Source: an optimization exercise on an open RTL-to-GDS flow (aim: small area and a short achievable clock period). Production flows keep margins and buffers that such runs may drop.
The RTL was checked by simulation tests, not by an equivalence proof against the original design.
Power is estimated from default activity; no workload was simulated.

==> design/flow/run.sh <==
#!/bin/bash
# synth_recipe.tcl (not shown) runs the flow's synth.tcl, then flattens the netlist and writes it again
# the make line also repeats each setting of config.mk as NAME=value (left out here)
make -C /OpenROAD-flow-scripts/flow DESIGN_CONFIG=/design/flow/config.mk WORK_HOME=/design/flow/orfs CLKGATE_MAP_FILE= SYNTH_SCRIPT=/design/flow/synth_recipe.tcl finish
==> design/flow/config.mk <==
export PLATFORM = sky130hd
export DESIGN_NAME = pe_array
export DESIGN_NICKNAME = pe_array
export VERILOG_FILES = /design/flow/design.v
export SDC_FILE = /design/flow/constraint.sdc
export NUM_CORES = 4
export LEC_CHECK = 0
export CAP_MARGIN = 20
export CORE_MARGIN = 2
export CORE_UTILIZATION = 40
export SLEW_MARGIN = 20
==> design/flow/constraint.sdc <==
create_clock -name core_clock -period 4.5 [get_ports {clk}]
set_input_delay 0.9000 -clock core_clock [delete_from_list [all_inputs] [get_ports {clk}]]
set_output_delay 0.9000 -clock core_clock [all_outputs]
set_load 0.01 [all_outputs]
==> design/flow/design.v <==
module mac_unit #(parameter PW = 8, parameter W = 9) (
  input  wire [3:0]    w,
  input  wire [3:0]    i,
  input  wire          kill,    
  input  wire          mask,    
  input  wire [PW-1:0] psum,
  input  wire          clk,
  output reg  [W-1:0]  sum
);
wire [3:0] wk = kill ? 4'd0 : w;
wire [PW-1:0] pk = mask ? {PW{1'b0}} : psum;
always @(posedge clk) sum <= pk + wk * i;
endmodule
module pe_array (
  input wire [3:0] sw_output_1,
  input wire [3:0] sw_output_2,
  input wire [3:0] sw_output_3,
  input wire [3:0] sw_output_4,
  input wire [3:0] sw_output_5,
  input wire [3:0] sw_output_6,
  input wire [3:0] sw_output_7,
  input wire [3:0] sw_output_8,
  input wire [3:0] sw_output_9,
  input wire [3:0] sw_output_10,
  input wire [3:0] sw_output_11,
  input wire [3:0] sw_output_12,
  input wire [3:0] sw_output_13,
  input wire [3:0] sw_output_14,
  input wire [3:0] sw_output_15,
  input wire [3:0] sw_output_16,
  input wire [3:0] sw_output_17,
  input wire [3:0] sw_output_18,
  input wire [3:0] sw_output_19,
  input wire [3:0] sw_output_20,
  input wire [3:0] sw_output_21,
  input wire [3:0] sw_output_22,
  input wire [3:0] sw_output_23,
  input wire [3:0] sw_output_24,
  input wire [3:0] sw_output_25,
  input wire [3:0] sw_output_26,
  input wire [3:0] sw_output_27,
  input wire [3:0] sw_output_28,
  input wire [3:0] sw_output_29,
  input wire [3:0] sw_output_30,
  input wire [3:0] sw_output_31,
  input wire [3:0] sw_output_32,
  input wire [3:0] sw_output_33,
  input wire [3:0] sw_output_34,
  input wire [3:0] sw_output_35,
  input wire [3:0] sw_output_36,
  input wire [3:0] sw_output_37,
  input wire [3:0] sw_output_38,
  input wire [3:0] sw_output_39,
  input wire [3:0] sw_output_40,
  input wire [3:0] sw_output_41,
  input wire [3:0] sw_output_42,
  input wire [3:0] sw_output_43,
  input wire [3:0] sw_output_44,
  input wire [3:0] sw_output_45,
  input wire [3:0] sw_output_46,
  input wire [3:0] sw_output_47,
  input wire [3:0] sw_output_48,
  input wire [3:0] sw_output_49,
  input wire [3:0] sw_output_50,
  input wire [3:0] sw_output_51,
  input wire [3:0] sw_output_52,
  input wire [3:0] sw_output_53,
  input wire [3:0] sw_output_54,
  input wire [3:0] sw_output_55,
  input wire [3:0] sw_output_56,
  input wire [3:0] sw_output_57,
  input wire [3:0] sw_output_58,
  input wire [3:0] sw_output_59,
  input wire [3:0] sw_output_60,
  input wire [3:0] sw_output_61,
  input wire [3:0] sw_output_62,
  input wire [3:0] sw_output_63,
  input wire [3:0] sw_output_64,
  input wire [3:0] sw_output_65,
  input wire [3:0] sw_output_66,
  input wire [3:0] sw_output_67,
  input wire [3:0] sw_output_68,
  input wire [3:0] sw_output_69,
  input wire [3:0] sw_output_70,
  input wire [3:0] sw_output_71,
  input wire [3:0] sw_output_72,
  input wire [3:0] sw_output_73,
  input wire [3:0] sw_output_74,
  input wire [3:0] sw_output_75,
  input wire [3:0] sw_output_76,
  input wire [3:0] sw_output_77,
  input wire [3:0] sw_output_78,
  input wire [3:0] sw_output_79,
  input wire [3:0] sw_output_80,
  input wire [3:0] sw_output_81,
  input wire [3:0] sw_output_82,
  input wire [3:0] sw_output_83,
  input wire [3:0] sw_output_84,
  input wire [3:0] sw_output_85,
  input wire [3:0] sw_output_86,
  input wire [3:0] sw_output_87,
  input wire [3:0] sw_output_88,
  input wire [3:0] sw_output_89,
  input wire [3:0] sw_output_90,
  input wire [3:0] sw_output_91,
  input wire [3:0] sw_output_92,
  input wire [3:0] sw_output_93,
  input wire [3:0] sw_output_94,
  input wire [3:0] sw_output_95,
  input wire [3:0] sw_output_96,
  input wire [3:0] sw_output_97,
  input wire [3:0] sw_output_98,
  input wire [3:0] sw_output_99,
  input wire [3:0] sw_output_100,
  input wire [3:0] sw_output_101,
  input wire [3:0] sw_output_102,
  input wire [3:0] sw_output_103,
  input wire [3:0] sw_output_104,
  input wire [3:0] sw_output_105,
  input wire [3:0] sw_output_106,
  input wire [3:0] sw_output_107,
  input wire [3:0] sw_output_108,
  input wire [3:0] sw_output_109,
  input wire [3:0] sw_output_110,
  input wire [3:0] sw_output_111,
  input wire [3:0] sw_output_112,
  input wire [3:0] sw_output_113,
  input wire [3:0] sw_output_114,
  input wire [3:0] sw_output_115,
  input wire [3:0] sw_output_116,
  input wire [3:0] sw_output_117,
  input wire [3:0] sw_output_118,
  input wire [3:0] sw_output_119,
  input wire [3:0] sw_output_120,
  input wire [3:0] sw_output_121,
  input wire [3:0] sw_output_122,
  input wire [3:0] sw_output_123,
  input wire [3:0] sw_output_124,
  input wire [3:0] sw_output_125,
  input wire [3:0] sw_output_126,
  input wire [3:0] sw_output_127,
  input wire [3:0] sw_output_128,
  input wire [3:0] sw_output_129,
  input wire [3:0] sw_output_130,
  input wire [3:0] sw_output_131,
  input wire [3:0] sw_output_132,
  input wire [3:0] sw_output_133,
  input wire [3:0] sw_output_134,
  input wire [3:0] sw_output_135,
  input wire [3:0] sw_output_136,
  input wire [3:0] sw_output_137,
  input wire [3:0] sw_output_138,
  input wire [3:0] sw_output_139,
  input wire [3:0] sw_output_140,
  input wire [3:0] sw_output_141,
  input wire [3:0] sw_output_142,
  input wire [3:0] sw_output_143,
  input wire [3:0] sw_output_144,
  input wire [3:0] sw_output_145,
  input wire [3:0] sw_output_146,
  input wire [3:0] sw_output_147,
  input wire [3:0] sw_output_148,
  input wire [3:0] sw_output_149,
  input wire [3:0] sw_output_150,
  input wire [3:0] sw_output_151,
  input wire [3:0] sw_output_152,
  input wire [3:0] sw_output_153,
  input wire [3:0] sw_output_154,
  input wire [3:0] sw_output_155,
  input wire [3:0] sw_output_156,
  input wire [3:0] sw_output_157,
  input wire [3:0] sw_output_158,
  input wire [3:0] sw_output_159,
  input wire [3:0] sw_output_160,
  input wire [3:0] sw_output_161,
  input wire [3:0] sw_output_162,
  input wire clk,
  input wire reset,
  input wire pe_array_enable,
  output wire [11:0] final_output_1,
  output wire [11:0] final_output_2,
  output wire [11:0] final_output_3,
  output wire [11:0] final_output_4,
  output wire [11:0] final_output_5,
  output wire [11:0] final_output_6,
  output wire [11:0] final_output_7,
  output wire [11:0] final_output_8,
  output wire [11:0] final_output_9
);
reg reset_d;
always @(posedge clk) reset_d <= reset;
wire mask = reset | reset_d;
wire [7:0] s_0_0;
mac_unit #(.PW(1), .W(8)) pe_0_0 (.w(sw_output_1), .i(sw_output_82), .kill(reset), .mask(mask), .psum(1'b0), .sum(s_0_0), .clk(clk));
reg [7:0] d_0_0;
always @(posedge clk) d_0_0 <= s_0_0;
wire [8:0] s_0_1;
mac_unit #(.PW(8), .W(9)) pe_0_1 (.w(sw_output_2), .i(sw_output_83), .kill(reset), .mask(mask), .psum(d_0_0), .sum(s_0_1), .clk(clk));
reg [8:0] d_0_1;
always @(posedge clk) d_0_1 <= s_0_1;
wire [9:0] s_0_2;
mac_unit #(.PW(9), .W(10)) pe_0_2 (.w(sw_output_3), .i(sw_output_84), .kill(reset), .mask(mask), .psum(d_0_1), .sum(s_0_2), .clk(clk));
reg [9:0] d_0_2;
always @(posedge clk) d_0_2 <= s_0_2;
wire [9:0] s_0_3;
mac_unit #(.PW(10), .W(10)) pe_0_3 (.w(sw_output_4), .i(sw_output_85), .kill(reset), .mask(mask), .psum(d_0_2), .sum(s_0_3), .clk(clk));
reg [9:0] d_0_3;
always @(posedge clk) d_0_3 <= s_0_3;
wire [10:0] s_0_4;
mac_unit #(.PW(10), .W(11)) pe_0_4 (.w(sw_output_5), .i(sw_output_86), .kill(reset), .mask(mask), .psum(d_0_3), .sum(s_0_4), .clk(clk));
reg [10:0] d_0_4;
always @(posedge clk) d_0_4 <= s_0_4;
wire [10:0] s_0_5;
mac_unit #(.PW(11), .W(11)) pe_0_5 (.w(sw_output_6), .i(sw_output_87), .kill(reset), .mask(mask), .psum(d_0_4), .sum(s_0_5), .clk(clk));
reg [10:0] d_0_5;
always @(posedge clk) d_0_5 <= s_0_5;
wire [10:0] s_0_6;
mac_unit #(.PW(11), .W(11)) pe_0_6 (.w(sw_output_7), .i(sw_output_88), .kill(reset), .mask(mask), .psum(d_0_5), .sum(s_0_6), .clk(clk));
reg [10:0] d_0_6;
always @(posedge clk) d_0_6 <= s_0_6;
wire [10:0] s_0_7;
mac_unit #(.PW(11), .W(11)) pe_0_7 (.w(sw_output_8), .i(sw_output_89), .kill(reset), .mask(mask), .psum(d_0_6), .sum(s_0_7), .clk(clk));
reg [10:0] d_0_7;
always @(posedge clk) d_0_7 <= s_0_7;
wire [10:0] s_0_8;
mac_unit #(.PW(11), .W(11)) pe_0_8 (.w(sw_output_9), .i(sw_output_90), .kill(reset), .mask(mask), .psum(d_0_7), .sum(s_0_8), .clk(clk));
reg [10:0] o_0;
always @(posedge clk) o_0 <= reset ? 11'd0 : s_0_8;
assign final_output_1 = {1'b0, o_0 & {11{pe_array_enable}}};
wire [7:0] s_1_0;
mac_unit #(.PW(1), .W(8)) pe_1_0 (.w(sw_output_10), .i(sw_output_91), .kill(reset), .mask(mask), .psum(1'b0), .sum(s_1_0), .clk(clk));
reg [7:0] d_1_0;
always @(posedge clk) d_1_0 <= s_1_0;
wire [8:0] s_1_1;
mac_unit #(.PW(8), .W(9)) pe_1_1 (.w(sw_output_11), .i(sw_output_92), .kill(reset), .mask(mask), .psum(d_1_0), .sum(s_1_1), .clk(clk));
reg [8:0] d_1_1;
always @(posedge clk) d_1_1 <= s_1_1;
wire [9:0] s_1_2;
mac_unit #(.PW(9), .W(10)) pe_1_2 (.w(sw_output_12), .i(sw_output_93), .kill(reset), .mask(mask), .psum(d_1_1), .sum(s_1_2), .clk(clk));
reg [9:0] d_1_2;
always @(posedge clk) d_1_2 <= s_1_2;
wire [9:0] s_1_3;
mac_unit #(.PW(10), .W(10)) pe_1_3 (.w(sw_output_13), .i(sw_output_94), .kill(reset), .mask(mask), .psum(d_1_2), .sum(s_1_3), .clk(clk));
reg [9:0] d_1_3;
always @(posedge clk) d_1_3 <= s_1_3;
wire [10:0] s_1_4;
mac_unit #(.PW(10), .W(11)) pe_1_4 (.w(sw_output_14), .i(sw_output_95), .kill(reset), .mask(mask), .psum(d_1_3), .sum(s_1_4), .clk(clk));
reg [10:0] d_1_4;
always @(posedge clk) d_1_4 <= s_1_4;
wire [10:0] s_1_5;
mac_unit #(.PW(11), .W(11)) pe_1_5 (.w(sw_output_15), .i(sw_output_96), .kill(reset), .mask(mask), .psum(d_1_4), .sum(s_1_5), .clk(clk));
reg [10:0] d_1_5;
always @(posedge clk) d_1_5 <= s_1_5;
wire [10:0] s_1_6;
mac_unit #(.PW(11), .W(11)) pe_1_6 (.w(sw_output_16), .i(sw_output_97), .kill(reset), .mask(mask), .psum(d_1_5), .sum(s_1_6), .clk(clk));
reg [10:0] d_1_6;
always @(posedge clk) d_1_6 <= s_1_6;
wire [10:0] s_1_7;
mac_unit #(.PW(11), .W(11)) pe_1_7 (.w(sw_output_17), .i(sw_output_98), .kill(reset), .mask(mask), .psum(d_1_6), .sum(s_1_7), .clk(clk));
reg [10:0] d_1_7;
always @(posedge clk) d_1_7 <= s_1_7;
wire [10:0] s_1_8;
mac_unit #(.PW(11), .W(11)) pe_1_8 (.w(sw_output_18), .i(sw_output_99), .kill(reset), .mask(mask), .psum(d_1_7), .sum(s_1_8), .clk(clk));
reg [10:0] o_1;
always @(posedge clk) o_1 <= reset ? 11'd0 : s_1_8;
assign final_output_2 = {1'b0, o_1 & {11{pe_array_enable}}};
wire [7:0] s_2_0;
mac_unit #(.PW(1), .W(8)) pe_2_0 (.w(sw_output_19), .i(sw_output_100), .kill(reset), .mask(mask), .psum(1'b0), .sum(s_2_0), .clk(clk));
reg [7:0] d_2_0;
always @(posedge clk) d_2_0 <= s_2_0;
wire [8:0] s_2_1;
mac_unit #(.PW(8), .W(9)) pe_2_1 (.w(sw_output_20), .i(sw_output_101), .kill(reset), .mask(mask), .psum(d_2_0), .sum(s_2_1), .clk(clk));
reg [8:0] d_2_1;
always @(posedge clk) d_2_1 <= s_2_1;
wire [9:0] s_2_2;
mac_unit #(.PW(9), .W(10)) pe_2_2 (.w(sw_output_21), .i(sw_output_102), .kill(reset), .mask(mask), .psum(d_2_1), .sum(s_2_2), .clk(clk));
reg [9:0] d_2_2;
always @(posedge clk) d_2_2 <= s_2_2;
wire [9:0] s_2_3;
mac_unit #(.PW(10), .W(10)) pe_2_3 (.w(sw_output_22), .i(sw_output_103), .kill(reset), .mask(mask), .psum(d_2_2), .sum(s_2_3), .clk(clk));
reg [9:0] d_2_3;
always @(posedge clk) d_2_3 <= s_2_3;
wire [10:0] s_2_4;
mac_unit #(.PW(10), .W(11)) pe_2_4 (.w(sw_output_23), .i(sw_output_104), .kill(reset), .mask(mask), .psum(d_2_3), .sum(s_2_4), .clk(clk));
reg [10:0] d_2_4;
always @(posedge clk) d_2_4 <= s_2_4;
wire [10:0] s_2_5;
mac_unit #(.PW(11), .W(11)) pe_2_5 (.w(sw_output_24), .i(sw_output_105), .kill(reset), .mask(mask), .psum(d_2_4), .sum(s_2_5), .clk(clk));
reg [10:0] d_2_5;
always @(posedge clk) d_2_5 <= s_2_5;
wire [10:0] s_2_6;
mac_unit #(.PW(11), .W(11)) pe_2_6 (.w(sw_output_25), .i(sw_output_106), .kill(reset), .mask(mask), .psum(d_2_5), .sum(s_2_6), .clk(clk));
reg [10:0] d_2_6;
always @(posedge clk) d_2_6 <= s_2_6;
wire [10:0] s_2_7;
mac_unit #(.PW(11), .W(11)) pe_2_7 (.w(sw_output_26), .i(sw_output_107), .kill(reset), .mask(mask), .psum(d_2_6), .sum(s_2_7), .clk(clk));
reg [10:0] d_2_7;
always @(posedge clk) d_2_7 <= s_2_7;
wire [10:0] s_2_8;
mac_unit #(.PW(11), .W(11)) pe_2_8 (.w(sw_output_27), .i(sw_output_108), .kill(reset), .mask(mask), .psum(d_2_7), .sum(s_2_8), .clk(clk));
reg [10:0] o_2;
always @(posedge clk) o_2 <= reset ? 11'd0 : s_2_8;
assign final_output_3 = {1'b0, o_2 & {11{pe_array_enable}}};
wire [7:0] s_3_0;
mac_unit #(.PW(1), .W(8)) pe_3_0 (.w(sw_output_28), .i(sw_output_109), .kill(reset), .mask(mask), .psum(1'b0), .sum(s_3_0), .clk(clk));
reg [7:0] d_3_0;
always @(posedge clk) d_3_0 <= s_3_0;
wire [8:0] s_3_1;
mac_unit #(.PW(8), .W(9)) pe_3_1 (.w(sw_output_29), .i(sw_output_110), .kill(reset), .mask(mask), .psum(d_3_0), .sum(s_3_1), .clk(clk));
reg [8:0] d_3_1;
always @(posedge clk) d_3_1 <= s_3_1;
wire [9:0] s_3_2;
mac_unit #(.PW(9), .W(10)) pe_3_2 (.w(sw_output_30), .i(sw_output_111), .kill(reset), .mask(mask), .psum(d_3_1), .sum(s_3_2), .clk(clk));
reg [9:0] d_3_2;
always @(posedge clk) d_3_2 <= s_3_2;
wire [9:0] s_3_3;
mac_unit #(.PW(10), .W(10)) pe_3_3 (.w(sw_output_31), .i(sw_output_112), .kill(reset), .mask(mask), .psum(d_3_2), .sum(s_3_3), .clk(clk));
reg [9:0] d_3_3;
always @(posedge clk) d_3_3 <= s_3_3;
wire [10:0] s_3_4;
mac_unit #(.PW(10), .W(11)) pe_3_4 (.w(sw_output_32), .i(sw_output_113), .kill(reset), .mask(mask), .psum(d_3_3), .sum(s_3_4), .clk(clk));
reg [10:0] d_3_4;
always @(posedge clk) d_3_4 <= s_3_4;
wire [10:0] s_3_5;
mac_unit #(.PW(11), .W(11)) pe_3_5 (.w(sw_output_33), .i(sw_output_114), .kill(reset), .mask(mask), .psum(d_3_4), .sum(s_3_5), .clk(clk));
reg [10:0] d_3_5;
always @(posedge clk) d_3_5 <= s_3_5;
wire [10:0] s_3_6;
mac_unit #(.PW(11), .W(11)) pe_3_6 (.w(sw_output_34), .i(sw_output_115), .kill(reset), .mask(mask), .psum(d_3_5), .sum(s_3_6), .clk(clk));
reg [10:0] d_3_6;
always @(posedge clk) d_3_6 <= s_3_6;
wire [10:0] s_3_7;
mac_unit #(.PW(11), .W(11)) pe_3_7 (.w(sw_output_35), .i(sw_output_116), .kill(reset), .mask(mask), .psum(d_3_6), .sum(s_3_7), .clk(clk));
reg [10:0] d_3_7;
always @(posedge clk) d_3_7 <= s_3_7;
wire [10:0] s_3_8;
mac_unit #(.PW(11), .W(11)) pe_3_8 (.w(sw_output_36), .i(sw_output_117), .kill(reset), .mask(mask), .psum(d_3_7), .sum(s_3_8), .clk(clk));
reg [10:0] o_3;
always @(posedge clk) o_3 <= reset ? 11'd0 : s_3_8;
assign final_output_4 = {1'b0, o_3 & {11{pe_array_enable}}};
wire [7:0] s_4_0;
mac_unit #(.PW(1), .W(8)) pe_4_0 (.w(sw_output_37), .i(sw_output_118), .kill(reset), .mask(mask), .psum(1'b0), .sum(s_4_0), .clk(clk));
reg [7:0] d_4_0;
always @(posedge clk) d_4_0 <= s_4_0;
wire [8:0] s_4_1;
mac_unit #(.PW(8), .W(9)) pe_4_1 (.w(sw_output_38), .i(sw_output_119), .kill(reset), .mask(mask), .psum(d_4_0), .sum(s_4_1), .clk(clk));
reg [8:0] d_4_1;
always @(posedge clk) d_4_1 <= s_4_1;
wire [9:0] s_4_2;
mac_unit #(.PW(9), .W(10)) pe_4_2 (.w(sw_output_39), .i(sw_output_120), .kill(reset), .mask(mask), .psum(d_4_1), .sum(s_4_2), .clk(clk));
reg [9:0] d_4_2;
always @(posedge clk) d_4_2 <= s_4_2;
wire [9:0] s_4_3;
mac_unit #(.PW(10), .W(10)) pe_4_3 (.w(sw_output_40), .i(sw_output_121), .kill(reset), .mask(mask), .psum(d_4_2), .sum(s_4_3), .clk(clk));
reg [9:0] d_4_3;
always @(posedge clk) d_4_3 <= s_4_3;
wire [10:0] s_4_4;
mac_unit #(.PW(10), .W(11)) pe_4_4 (.w(sw_output_41), .i(sw_output_122), .kill(reset), .mask(mask), .psum(d_4_3), .sum(s_4_4), .clk(clk));
reg [10:0] d_4_4;
always @(posedge clk) d_4_4 <= s_4_4;
wire [10:0] s_4_5;
mac_unit #(.PW(11), .W(11)) pe_4_5 (.w(sw_output_42), .i(sw_output_123), .kill(reset), .mask(mask), .psum(d_4_4), .sum(s_4_5), .clk(clk));
reg [10:0] d_4_5;
always @(posedge clk) d_4_5 <= s_4_5;
wire [10:0] s_4_6;
mac_unit #(.PW(11), .W(11)) pe_4_6 (.w(sw_output_43), .i(sw_output_124), .kill(reset), .mask(mask), .psum(d_4_5), .sum(s_4_6), .clk(clk));
reg [10:0] d_4_6;
always @(posedge clk) d_4_6 <= s_4_6;
wire [10:0] s_4_7;
mac_unit #(.PW(11), .W(11)) pe_4_7 (.w(sw_output_44), .i(sw_output_125), .kill(reset), .mask(mask), .psum(d_4_6), .sum(s_4_7), .clk(clk));
reg [10:0] d_4_7;
always @(posedge clk) d_4_7 <= s_4_7;
wire [10:0] s_4_8;
mac_unit #(.PW(11), .W(11)) pe_4_8 (.w(sw_output_45), .i(sw_output_126), .kill(reset), .mask(mask), .psum(d_4_7), .sum(s_4_8), .clk(clk));
reg [10:0] o_4;
always @(posedge clk) o_4 <= reset ? 11'd0 : s_4_8;
assign final_output_5 = {1'b0, o_4 & {11{pe_array_enable}}};
wire [7:0] s_5_0;
mac_unit #(.PW(1), .W(8)) pe_5_0 (.w(sw_output_46), .i(sw_output_127), .kill(reset), .mask(mask), .psum(1'b0), .sum(s_5_0), .clk(clk));
reg [7:0] d_5_0;
always @(posedge clk) d_5_0 <= s_5_0;
wire [8:0] s_5_1;
mac_unit #(.PW(8), .W(9)) pe_5_1 (.w(sw_output_47), .i(sw_output_128), .kill(reset), .mask(mask), .psum(d_5_0), .sum(s_5_1), .clk(clk));
reg [8:0] d_5_1;
always @(posedge clk) d_5_1 <= s_5_1;
wire [9:0] s_5_2;
mac_unit #(.PW(9), .W(10)) pe_5_2 (.w(sw_output_48), .i(sw_output_129), .kill(reset), .mask(mask), .psum(d_5_1), .sum(s_5_2), .clk(clk));
reg [9:0] d_5_2;
always @(posedge clk) d_5_2 <= s_5_2;
wire [9:0] s_5_3;
mac_unit #(.PW(10), .W(10)) pe_5_3 (.w(sw_output_49), .i(sw_output_130), .kill(reset), .mask(mask), .psum(d_5_2), .sum(s_5_3), .clk(clk));
reg [9:0] d_5_3;
always @(posedge clk) d_5_3 <= s_5_3;
wire [10:0] s_5_4;
mac_unit #(.PW(10), .W(11)) pe_5_4 (.w(sw_output_50), .i(sw_output_131), .kill(reset), .mask(mask), .psum(d_5_3), .sum(s_5_4), .clk(clk));
reg [10:0] d_5_4;
always @(posedge clk) d_5_4 <= s_5_4;
wire [10:0] s_5_5;
mac_unit #(.PW(11), .W(11)) pe_5_5 (.w(sw_output_51), .i(sw_output_132), .kill(reset), .mask(mask), .psum(d_5_4), .sum(s_5_5), .clk(clk));
reg [10:0] d_5_5;
always @(posedge clk) d_5_5 <= s_5_5;
wire [10:0] s_5_6;
mac_unit #(.PW(11), .W(11)) pe_5_6 (.w(sw_output_52), .i(sw_output_133), .kill(reset), .mask(mask), .psum(d_5_5), .sum(s_5_6), .clk(clk));
reg [10:0] d_5_6;
always @(posedge clk) d_5_6 <= s_5_6;
wire [10:0] s_5_7;
mac_unit #(.PW(11), .W(11)) pe_5_7 (.w(sw_output_53), .i(sw_output_134), .kill(reset), .mask(mask), .psum(d_5_6), .sum(s_5_7), .clk(clk));
reg [10:0] d_5_7;
always @(posedge clk) d_5_7 <= s_5_7;
wire [10:0] s_5_8;
mac_unit #(.PW(11), .W(11)) pe_5_8 (.w(sw_output_54), .i(sw_output_135), .kill(reset), .mask(mask), .psum(d_5_7), .sum(s_5_8), .clk(clk));
reg [10:0] o_5;
always @(posedge clk) o_5 <= reset ? 11'd0 : s_5_8;
assign final_output_6 = {1'b0, o_5 & {11{pe_array_enable}}};
wire [7:0] s_6_0;
mac_unit #(.PW(1), .W(8)) pe_6_0 (.w(sw_output_55), .i(sw_output_136), .kill(reset), .mask(mask), .psum(1'b0), .sum(s_6_0), .clk(clk));
reg [7:0] d_6_0;
always @(posedge clk) d_6_0 <= s_6_0;
wire [8:0] s_6_1;
mac_unit #(.PW(8), .W(9)) pe_6_1 (.w(sw_output_56), .i(sw_output_137), .kill(reset), .mask(mask), .psum(d_6_0), .sum(s_6_1), .clk(clk));
reg [8:0] d_6_1;
always @(posedge clk) d_6_1 <= s_6_1;
wire [9:0] s_6_2;
mac_unit #(.PW(9), .W(10)) pe_6_2 (.w(sw_output_57), .i(sw_output_138), .kill(reset), .mask(mask), .psum(d_6_1), .sum(s_6_2), .clk(clk));
reg [9:0] d_6_2;
always @(posedge clk) d_6_2 <= s_6_2;
wire [9:0] s_6_3;
mac_unit #(.PW(10), .W(10)) pe_6_3 (.w(sw_output_58), .i(sw_output_139), .kill(reset), .mask(mask), .psum(d_6_2), .sum(s_6_3), .clk(clk));
reg [9:0] d_6_3;
always @(posedge clk) d_6_3 <= s_6_3;
wire [10:0] s_6_4;
mac_unit #(.PW(10), .W(11)) pe_6_4 (.w(sw_output_59), .i(sw_output_140), .kill(reset), .mask(mask), .psum(d_6_3), .sum(s_6_4), .clk(clk));
reg [10:0] d_6_4;
always @(posedge clk) d_6_4 <= s_6_4;
wire [10:0] s_6_5;
mac_unit #(.PW(11), .W(11)) pe_6_5 (.w(sw_output_60), .i(sw_output_141), .kill(reset), .mask(mask), .psum(d_6_4), .sum(s_6_5), .clk(clk));
reg [10:0] d_6_5;
always @(posedge clk) d_6_5 <= s_6_5;
wire [10:0] s_6_6;
mac_unit #(.PW(11), .W(11)) pe_6_6 (.w(sw_output_61), .i(sw_output_142), .kill(reset), .mask(mask), .psum(d_6_5), .sum(s_6_6), .clk(clk));
reg [10:0] d_6_6;
always @(posedge clk) d_6_6 <= s_6_6;
wire [10:0] s_6_7;
mac_unit #(.PW(11), .W(11)) pe_6_7 (.w(sw_output_62), .i(sw_output_143), .kill(reset), .mask(mask), .psum(d_6_6), .sum(s_6_7), .clk(clk));
reg [10:0] d_6_7;
always @(posedge clk) d_6_7 <= s_6_7;
wire [10:0] s_6_8;
mac_unit #(.PW(11), .W(11)) pe_6_8 (.w(sw_output_63), .i(sw_output_144), .kill(reset), .mask(mask), .psum(d_6_7), .sum(s_6_8), .clk(clk));
reg [10:0] o_6;
always @(posedge clk) o_6 <= reset ? 11'd0 : s_6_8;
assign final_output_7 = {1'b0, o_6 & {11{pe_array_enable}}};
wire [7:0] s_7_0;
mac_unit #(.PW(1), .W(8)) pe_7_0 (.w(sw_output_64), .i(sw_output_145), .kill(reset), .mask(mask), .psum(1'b0), .sum(s_7_0), .clk(clk));
reg [7:0] d_7_0;
always @(posedge clk) d_7_0 <= s_7_0;
wire [8:0] s_7_1;
mac_unit #(.PW(8), .W(9)) pe_7_1 (.w(sw_output_65), .i(sw_output_146), .kill(reset), .mask(mask), .psum(d_7_0), .sum(s_7_1), .clk(clk));
reg [8:0] d_7_1;
always @(posedge clk) d_7_1 <= s_7_1;
wire [9:0] s_7_2;
mac_unit #(.PW(9), .W(10)) pe_7_2 (.w(sw_output_66), .i(sw_output_147), .kill(reset), .mask(mask), .psum(d_7_1), .sum(s_7_2), .clk(clk));
reg [9:0] d_7_2;
always @(posedge clk) d_7_2 <= s_7_2;
wire [9:0] s_7_3;
mac_unit #(.PW(10), .W(10)) pe_7_3 (.w(sw_output_67), .i(sw_output_148), .kill(reset), .mask(mask), .psum(d_7_2), .sum(s_7_3), .clk(clk));
reg [9:0] d_7_3;
always @(posedge clk) d_7_3 <= s_7_3;
wire [10:0] s_7_4;
mac_unit #(.PW(10), .W(11)) pe_7_4 (.w(sw_output_68), .i(sw_output_149), .kill(reset), .mask(mask), .psum(d_7_3), .sum(s_7_4), .clk(clk));
reg [10:0] d_7_4;
always @(posedge clk) d_7_4 <= s_7_4;
wire [10:0] s_7_5;
mac_unit #(.PW(11), .W(11)) pe_7_5 (.w(sw_output_69), .i(sw_output_150), .kill(reset), .mask(mask), .psum(d_7_4), .sum(s_7_5), .clk(clk));
reg [10:0] d_7_5;
always @(posedge clk) d_7_5 <= s_7_5;
wire [10:0] s_7_6;
mac_unit #(.PW(11), .W(11)) pe_7_6 (.w(sw_output_70), .i(sw_output_151), .kill(reset), .mask(mask), .psum(d_7_5), .sum(s_7_6), .clk(clk));
reg [10:0] d_7_6;
always @(posedge clk) d_7_6 <= s_7_6;
wire [10:0] s_7_7;
mac_unit #(.PW(11), .W(11)) pe_7_7 (.w(sw_output_71), .i(sw_output_152), .kill(reset), .mask(mask), .psum(d_7_6), .sum(s_7_7), .clk(clk));
reg [10:0] d_7_7;
always @(posedge clk) d_7_7 <= s_7_7;
wire [10:0] s_7_8;
mac_unit #(.PW(11), .W(11)) pe_7_8 (.w(sw_output_72), .i(sw_output_153), .kill(reset), .mask(mask), .psum(d_7_7), .sum(s_7_8), .clk(clk));
reg [10:0] o_7;
always @(posedge clk) o_7 <= reset ? 11'd0 : s_7_8;
assign final_output_8 = {1'b0, o_7 & {11{pe_array_enable}}};
wire [7:0] s_8_0;
mac_unit #(.PW(1), .W(8)) pe_8_0 (.w(sw_output_73), .i(sw_output_154), .kill(reset), .mask(mask), .psum(1'b0), .sum(s_8_0), .clk(clk));
reg [7:0] d_8_0;
always @(posedge clk) d_8_0 <= s_8_0;
wire [8:0] s_8_1;
mac_unit #(.PW(8), .W(9)) pe_8_1 (.w(sw_output_74), .i(sw_output_155), .kill(reset), .mask(mask), .psum(d_8_0), .sum(s_8_1), .clk(clk));
reg [8:0] d_8_1;
always @(posedge clk) d_8_1 <= s_8_1;
wire [9:0] s_8_2;
mac_unit #(.PW(9), .W(10)) pe_8_2 (.w(sw_output_75), .i(sw_output_156), .kill(reset), .mask(mask), .psum(d_8_1), .sum(s_8_2), .clk(clk));
reg [9:0] d_8_2;
always @(posedge clk) d_8_2 <= s_8_2;
wire [9:0] s_8_3;
mac_unit #(.PW(10), .W(10)) pe_8_3 (.w(sw_output_76), .i(sw_output_157), .kill(reset), .mask(mask), .psum(d_8_2), .sum(s_8_3), .clk(clk));
reg [9:0] d_8_3;
always @(posedge clk) d_8_3 <= s_8_3;
wire [10:0] s_8_4;
mac_unit #(.PW(10), .W(11)) pe_8_4 (.w(sw_output_77), .i(sw_output_158), .kill(reset), .mask(mask), .psum(d_8_3), .sum(s_8_4), .clk(clk));
reg [10:0] d_8_4;
always @(posedge clk) d_8_4 <= s_8_4;
wire [10:0] s_8_5;
mac_unit #(.PW(11), .W(11)) pe_8_5 (.w(sw_output_78), .i(sw_output_159), .kill(reset), .mask(mask), .psum(d_8_4), .sum(s_8_5), .clk(clk));
reg [10:0] d_8_5;
always @(posedge clk) d_8_5 <= s_8_5;
wire [10:0] s_8_6;
mac_unit #(.PW(11), .W(11)) pe_8_6 (.w(sw_output_79), .i(sw_output_160), .kill(reset), .mask(mask), .psum(d_8_5), .sum(s_8_6), .clk(clk));
reg [10:0] d_8_6;
always @(posedge clk) d_8_6 <= s_8_6;
wire [10:0] s_8_7;
mac_unit #(.PW(11), .W(11)) pe_8_7 (.w(sw_output_80), .i(sw_output_161), .kill(reset), .mask(mask), .psum(d_8_6), .sum(s_8_7), .clk(clk));
reg [10:0] d_8_7;
always @(posedge clk) d_8_7 <= s_8_7;
wire [10:0] s_8_8;
mac_unit #(.PW(11), .W(11)) pe_8_8 (.w(sw_output_81), .i(sw_output_162), .kill(reset), .mask(mask), .psum(d_8_7), .sum(s_8_8), .clk(clk));
reg [10:0] o_8;
always @(posedge clk) o_8 <= reset ? 11'd0 : s_8_8;
assign final_output_9 = {1'b0, o_8 & {11{pe_array_enable}}};
endmodule
==> results by group <==
Outcome
  • Status: timing/DRC/antenna clean

Min path
  • Min-delay worst type: reg2reg

Global routing
  • GRT Total Usage: 0.1857
  • First-pass GRT wire length: between 300000 and 400000 um
  • Initial antenna violation count: 69
  • Largest net degree at the start of global routing: 85
  • Vias in the first global route: approximately 77000
  • Total gr overflow: 0

Flow run
  • Max_cap viols: 0

Synthesis
  • #FFs+latches synth: 1657
  • Mux share of post-synthesis cell area: 0.005026
  • Post-synth top area cell: dfxtp_1
  • Seq/Total Area, Yosys: 0.3323
  • Post-synth top area share: 0.3323
  • Synth Warn #: 7
  • Top post-synthesis cells by area: dfxtp_1 (33%), ha_1 (20%), and2_1 (11%)
  • Post-synthesis async set-or-reset flop share: 0
  • Adder-cell share of the synthesized area: 0.2745
  • Compound-Gate Fraction of Synth Area: 0.1046
  • Post-Synth XOR/XNOR Area: 0.06720
  • Synth Flop Type: dfxtp_1
  • Post-synth EDFFs: 0
  • Mean post-synth cell area: approximately 10 sq um
  • Most frequent cell after synthesis: and2_1
  • Post-synthesis cell area: 99830 sq um
  • Synth Instances: 10140
  • Main combinational cell family by area after synthesis: adder cells
  • Commonest cells in the netlist: and2_1 (1702), dfxtp_1 (1657), ha_1 (1557)
  • Synth cell types: 59
  • Post-Synth Simple-Gate Area: 0.1919

Clock tree
  • Total CTS buffers: 180
  • Clock latency (worst-skew pair): 800 ps
  • CTS Buffer Depth: 3
  • TritonCTS clock tree: done
  • Post-CTS setup buffers: 0
  • Clock Pin Slew Worst Setup and Hold Paths: 60 ps
  • Clock sinks: 1657
  • Clock Root Buffer: clkbuf_16
  • Post-cts resize count: 0
  • H-tree level count: 4
  • Cts hold-fix bufs: 0

Placement
  • DP Wirelength: 196900 um
  • IO buf count: approximately 750
  • Placer congestion estimate: 0.8788

Timing
  • Relative slew slack: 0.3939
  • Fmax: 232.7 MHz
  • Fin. Hold Viols: 0
  • Setup Skew: 44.13 ps
  • Tmin final: 4298 ps
  • Period utilization: 0.9550
  • Worst hold margin: between 200 and 300 ps
  • RSZ-0062 raised after global routing: false
  • Fin. max-slew vios: 0
  • Slew @ Worst Pin: 909.1 ps
  • Count of final setup violators: 0

Worst setup path
  • CP Capture Type: flop
  • CP Data Arrival Time: 4970 ps
  • Largest fanout on the critical path: 3
  • Worst path required time: 5170 ps
  • CP Launch Type: primary input
  • Crit path kind: in2reg

Layout
  • Final Net Count: 14920
  • Share of layout cells above drive strength 1: 0.1521
  • Syn-to-layout area delta: 28.84%
  • Core Util, Final: 0.5177

Route
  • DR vias: 74180
  • Total iterations of the first detailed-routing run: 6
  • Routed Antenna Nets: 0
  • Via density per instance: around 4.7
  • Routed length per placed instance: 14.94 um
  • DRT iter0 DRCs: 2497
  • DRC: 0
  • Final WL: 236500 um

Floorplan
  • Die height: a little over 500 um
  • IO Pins: 759
  • Area of the die: about 250000 sq um
  • Row cnt: 183
  • Core ar.: ~250000 sq um
  • Initial Util: 0.4018
  • Die W: 503.6 um

Pwr
  • Max VDD drop: 0.3553 mV
  • Leakage power total: 64.19 nW
  • Pwr per Cell Area: 319.9 nW/um^2
kinds of logic after synthesis:
group / count (synthesis)
multiplexers: 50
AO/OA/AOI/OAI: 1608
flip-flops: 1657
adder cells (fa/ha/maj): 1953
XOR/XNOR: 766
buffers and inverters: 635
other: 1
AND/OR/NAND/NOR: 3466
metrics by stage:
step | cells | instance area, sq um | TNS [ps] | total power, mW | setup WS, ps
finish | 15830 | 128600 | 0 | 41.15 | 202.4
detailed placement | 15470 | 122200 | -110870 | 26.13 | -729.3
global route | 15820 | 128600 | 0 | 43.51 | 24.90
global placement | 15470 | 122200 | -89160 | 25.93 | -861.2
floorplan | 10140 | 100500 | -44.93 | 22.24 | -16.03
CTS | 15800 | 128500 | 0 | 41.78 | 139.6
report_power, final:
| group | internal [mW] | leakage [nW] | total, mW | switching [mW] |
|---|---|---|---|---|
| clock | 9.18 | 3.07 | 15.4 | 6.21 |
| sequential | 16.8 | 13.7 | 17.3 | 0.456 |
| combinational | 4.51 | 47.4 | 8.49 | 3.98 |
worst max-delay path, cell delays in order:
cell and delay, ps:
clkdlybuf4s50_1 490, nor2b_4 160, nand2_1 90, fa_2 730
buf_12 130, inv_1 40, fa_1 500, ha_1 300
a21o_1 160, a21oi_2 160, o21bai_1 80, a21oi_1 160
xnor2_1 180, ha_1 290, a21oi_1 150, nor2b_1 60
a41oi_1 150, o21ai_1 100, mux2i_1 140
placed cells by master (no fill, tap or decap), types with 32 or more instances in the layout:
master | synthesis | routed
nor3_1 | 41 | 41
o21a_1 | 71 | 71
nor2b_1 | 533 | 482
o211ai_1 | 65 | 65
a21o_1 | 214 | 214
o31ai_1 | 39 | 39
nor2b_2 | 0 | 46
nand2_1 | 470 | 468
clkbuf_16 | 0 | 181
mux2i_1 | 49 | 49
xnor2_1 | 487 | 487
clkdlybuf4s50_1 | 0 | 747
dfxtp_1 | 1657 | 1656
fa_1 | 396 | 387
o21ai_0 | 246 | 216
buf_4 | 11 | 1388
or3_1 | 69 | 69
nand3_1 | 71 | 71
ha_1 | 1557 | 1557
and2_1 | 1702 | 1702
a21oi_2 | 0 | 76
o21ai_1 | 2 | 32
a21boi_0 | 66 | 45
inv_1 | 467 | 467
nor2_1 | 506 | 505
o21bai_1 | 166 | 166
xor2_1 | 279 | 279
a21oi_1 | 517 | 441
a211oi_1 | 110 | 110
final cells by class:
| type | instances | area (sq um) |
|---|---|---|
| Clock buffer | 238 | 5044 |
| Clock inverter | 94 | 1272 |
| Fill cell | 22380 | 119800 |
| Sequential cell | 1657 | 33180 |
| Inverter | 467 | 1753 |
| Antenna cell | 30 | 75.07 |
| Timing Repair Buffer | 2161 | 18410 |
| Multi-Input combinational cell | 7852 | 64730 |
| Tap cell | 3330 | 4167 |
per-layer routing:
layer | GRT usage | part of all wire | vias up | wire length [um]
met1 | 0.2294 | 0.45 | 34310 | 106000
met2 | 0.3247 | 0.48 | 986 | 112800
met4 | 0.06124 | 0.033 | 50 | 7759
li1 | - | - | 38450 | -
met3 | 0.03303 | 0.041 | 389 | 9588
met5 | 0 | 0.0014 | - | 330
final timing paths:
| check | startpoint | end | slack, ps | cells past startpoint |
|---|---|---|---|---|
| worst max-delay path | sw_output_113[3] | pe_3_4.sum[9]$_DFF_P_ | 200 | 19 |
| worst min-delay path | pe_8_1.sum[3]$_DFF_P_ | d_8_1[3]$_DFF_P_ | 290 | 0 |
| worst max register to register | reset_d$_DFF_P_ | pe_0_8.sum[10]$_DFF_P_ | 1280 | 11 |
| worst min register to register | pe_8_1.sum[3]$_DFF_P_ | d_8_1[3]$_DFF_P_ | 290 | 0 |

==> separate check: timing with driven ports <==
How much do the figures lean on ideal ports? The routed layout below was timed once more, with nothing changed but the port constraints.
Step 1, drivers: a clkbuf_16 drives clk and a buf_2 each remaining input, both assumed.
Step 2, shift: input delay + t, output delay - t, t = (earliest + latest rising clock arrival at the registers) / 2. This alone moves slack from input paths to output paths.
a / b / c = ideal / step 1 / step 2; a / b = the first two.
t (ns): 0.881
setup slack, ns: 0.202 / 0.270 / -0.610
worst register clock-pin slew, ns: 0.07 / 0.07
cell pins on the clock port's net: 1
Met with ideal ports but missed after step 2: setup timing in this run. For this run, drivers alone change the setup slack by +0.068 ns; drivers and shift together by -0.812 ns.
